Background: an optimization exercise with open tools, aiming at small area and a short achievable clock period. Do not read the settings as production practice. Where RTL was checked, it was by simulation tests only, not by an equivalence proof against the original. Power figures rest on the tool's default switching activity, not on a simulated workload.

== the baseline ==
## rfg_host
module rfg_host (
    input  wire        clk,
    input  wire        resn,
    input  wire [7:0]  s_axis_tdata,
    input  wire        s_axis_tvalid,
    output wire        s_axis_tready,
    input  wire [7:0]  s_axis_tid,
    output wire [7:0]  m_axis_tdata,
    output wire        m_axis_tvalid,
    input  wire        m_axis_tready,
    output wire        m_axis_tlast,
    output wire [7:0]  m_axis_tid,
    output wire [7:0]  m_axis_tdest,
    output wire        debug_got_byte,
    output wire [3:0]  debug_state,
    input  wire [15:0]   hk_xadc_temperature,
    input  wire          hk_xadc_temperature_write,
    input  wire [15:0]   hk_xadc_vccint,
    input  wire          hk_xadc_vccint_write,
    output wire [31:0]   hk_conversion_trigger,
    output wire          hk_conversion_trigger_interrupt,
    input  wire          hk_stat_conversions_counter_enable,
    output wire [7:0]    hk_ctrl,
    output wire [2:0]    hk_ctrl_select_adc,
    output wire [7:0]    hk_adcdac_mosi_fifo_m_axis_tdata,
    output wire          hk_adcdac_mosi_fifo_m_axis_tvalid,
    input  wire          hk_adcdac_mosi_fifo_m_axis_tready,
    output wire          hk_adcdac_mosi_fifo_m_axis_tlast,
    input  wire [7:0]    hk_adc_miso_fifo_s_axis_tdata,
    input  wire          hk_adc_miso_fifo_s_axis_tvalid,
    output wire          hk_adc_miso_fifo_s_axis_tready,
    input  wire [31:0]   hk_adc_miso_fifo_read_size,
    input  wire          hk_adc_miso_fifo_read_size_write,
    output wire [7:0]    layer_0_cfg_ctrl,
    output wire          layer_0_cfg_ctrl_hold,
    output wire          layer_0_cfg_ctrl_reset,
    output wire          layer_0_cfg_ctrl_disable_autoread,
    output wire          layer_0_cfg_ctrl_cs,
    output wire          layer_0_cfg_ctrl_disable_miso,
    output wire          layer_0_cfg_ctrl_loopback,
    output wire [7:0]    layer_1_cfg_ctrl,
    output wire          layer_1_cfg_ctrl_hold,
    output wire          layer_1_cfg_ctrl_reset,
    output wire          layer_1_cfg_ctrl_disable_autoread,
    output wire          layer_1_cfg_ctrl_cs,
    output wire          layer_1_cfg_ctrl_disable_miso,
    output wire          layer_1_cfg_ctrl_loopback,
  ...
Size: ~4800 cells after synthesis, roughly 1200 flip-flops, about 950 I/O pins, roughly 0.053 sq mm of cells after synthesis.
Settings: LEC_CHECK=0, CAP_MARGIN=10, CORE_AREA=10 10 320 320, CTS_CLUSTER_DIAMETER=120, CTS_CLUSTER_SIZE=25, DIE_AREA=0 0 330 330, SETUP_SLACK_MARGIN=3.4, SLEW_MARGIN=20; clock period 6.0 ns.
standard.sh (not shown) runs the stock make flow with config.mk's settings and CLKGATE_MAP_FILE= SYNTH_SCRIPT=/design/flow/synth_recipe.tcl, a recipe that flattens the netlist after the stock synthesis.
==> flow/flow/run.sh <==
#!/bin/bash
set -o pipefail
cp standard.sh standard_sh_copy.log
export BUFFER_PORTS_ARGS="-buffer_cell sky130_fd_sc_hd__buf_1"
bash standard.sh > standard.log 2>&1
## Diff of input files: the candidate against the baseline
Settings: CORE_AREA: 10 10 320 320 -> 10 10 365 365; DIE_AREA: 0 0 330 330 -> 0 0 375 375; CAP_MARGIN: 10 -> 20.
==> comparison <==
Initial core utilization for the candidate: 13 points down relative to the baseline
When the final numbers for the candidate and the baseline were put side by side, the final worst slack turned out to be greater in the baseline.
The candidate -> the baseline: synthesized cell count delta 0, exact match
Detailed-routing wirelength on met1 in the candidate vs the baseline: up 13%
On sequential cell area, the candidate and the baseline are neck and neck.
The candidate vs. the baseline: worst hold slack has decreased; met3 wire length down about 6%.
On post-placement setup slack: between the candidate and the baseline, it ends up lower for the baseline.
In the metrics for the candidate and the baseline, the one carrying the higher clock network power share is the candidate.
Half-perimeter wire length after detailed placement grows by a little under 10% when moving from the baseline to the candidate.
Note that the peak supply drop recorded for the baseline amounts to 1.14 times the value seen in the candidate.

Starting RTL as in the previous note.
export LEC_CHECK = 0
export CAP_MARGIN = 10
export CORE_AREA = 10 10 320 320
export CTS_CLUSTER_DIAMETER = 80
export CTS_CLUSTER_SIZE = 20
export DIE_AREA = 0 0 330 330
export SETUP_SLACK_MARGIN = 3.4
export SLEW_MARGIN = 20
create_clock -name core_clock -period 6.0 [get_ports {clk}]
Scripts as last shown in full above: flow/flow/run.sh
The starting point ran to the end with no violations.
Then changed:
Settings changed: CORE_AREA 10 10 320 320 to 10 10 305 305, CTS_CLUSTER_DIAMETER 80 to 120, CTS_CLUSTER_SIZE 20 to 25, DIE_AREA 0 0 330 330 to 0 0 315 315.
=> Cell count came out lower by 1.6%; utilization grows by 5.6 points; power goes down by 4.5%; clock skew rises by 21 ps; synthesized cell count is unchanged; count of clock-buffer cells in the layout decreases by 26; final area shrinks by 0.84%.
Then changed:
Settings changed: CORE_AREA 10 10 305 305 to 10 10 365 365, DIE_AREA 0 0 315 315 to 0 0 375 375.
- sequential power is higher by about 0.9%
- global-route usage is lower by 9.4 points
- area after synthesis is unchanged
- maximum frequency is lower by 2.6%
- setup slack loses 71 ps
- design area is higher by 2.8%
Then changed:
Settings changed: CORE_AREA 10 10 365 365 to 10 10 350 350, DIE_AREA 0 0 375 375 to 0 0 360 360.
- The changed run ran to the end with no violations
- total power came out lower by 1.7%
- sequential share of layout area is higher by 0.55 points
- via count hardly moves
- final area is lower by 1.2%
- clock skew fell by 6.0 ps
- count of clock-buffer cells in the layout goes up by 8
- setup slack is better by 63 ps
- area after synthesis does not change
- critical path depth stays the same

Another version of the RTL of rfg_host (not shown whole).
Size in the first run: about 6900 cells after synthesis, roughly 1100 flip-flops, about 950 I/O pins, about 59000 um^2 of cells after synthesis.
export LEC_CHECK = 0
export CAP_MARGIN = 20
export CORE_AREA = 10 10 330 330
export DIE_AREA = 0 0 340 340
export SETUP_SLACK_MARGIN = 3.0
export SLEW_MARGIN = 20
create_clock -name core_clock -period 6.0 [get_ports {clk}]
run.sh (not shown) runs the stock make flow with config.mk's settings and CLKGATE_MAP_FILE= SYNTH_SCRIPT=/design/flow/synth_recipe.tcl, a recipe that flattens the netlist after the stock synthesis.
Stock flow here: none of the scripts above is used.
The starting point never finished: it broke off in global routing (5_1_grt), error GRT-0232.
Change:
CORE_AREA = 10 10 510 510   (was 10 10 330 330)
DIE_AREA = 0 0 520 520   (was 0 0 340 340)
SETUP_SLACK_MARGIN = unset   (was 3.0)
Effect: The new run finished with timing, DRC and antenna clean; area after synthesis is unchanged; synthesized cell count does not change.
No functional check of the RTL was part of any run of this note.

port drivers added, routing unchanged:
The flow's constraints put no driver on any port. The routed layouts listed below were extracted and timed again, unchanged, in two steps. Step 1 (the two cells are an assumption about what drives the block):
set clk [get_ports {clk}]
set_driving_cell -lib_cell sky130_fd_sc_hd__clkbuf_16 $clk
set_driving_cell -lib_cell sky130_fd_sc_hd__buf_2 [delete_from_list [all_inputs] $clk]
Step 2, shift: input delay + t, output delay - t, t = (earliest + latest rising clock arrival at the registers) / 2. This alone moves slack from input paths to output paths. Slacks: ideal / step 1 / step 2; pairs: ideal / step 1.
run	t (ns)	slack for setup (ns)	cell pins on the clock port's net
the baseline	0.774	3.302 / 3.200 / 2.426	1
the candidate	0.799	3.249 / 3.166 / 2.597	1
the first run of note 2	0.750	3.248 / 3.241 / 2.515	1
the second run of note 2	0.736	3.320 / 3.236 / 2.501	1
the third run of note 2	0.799	3.249 / 3.166 / 2.597	1
the fourth run of note 2	0.774	3.312 / 3.237 / 2.598	1
the second run of note 3	0.909	0.433 / 0.343 / 0.488	1
After both steps setup and hold are still met in every run listed. The setup slack of the baseline, which loses most, moves by -0.102 ns with the drivers and by -0.876 ns with both steps.
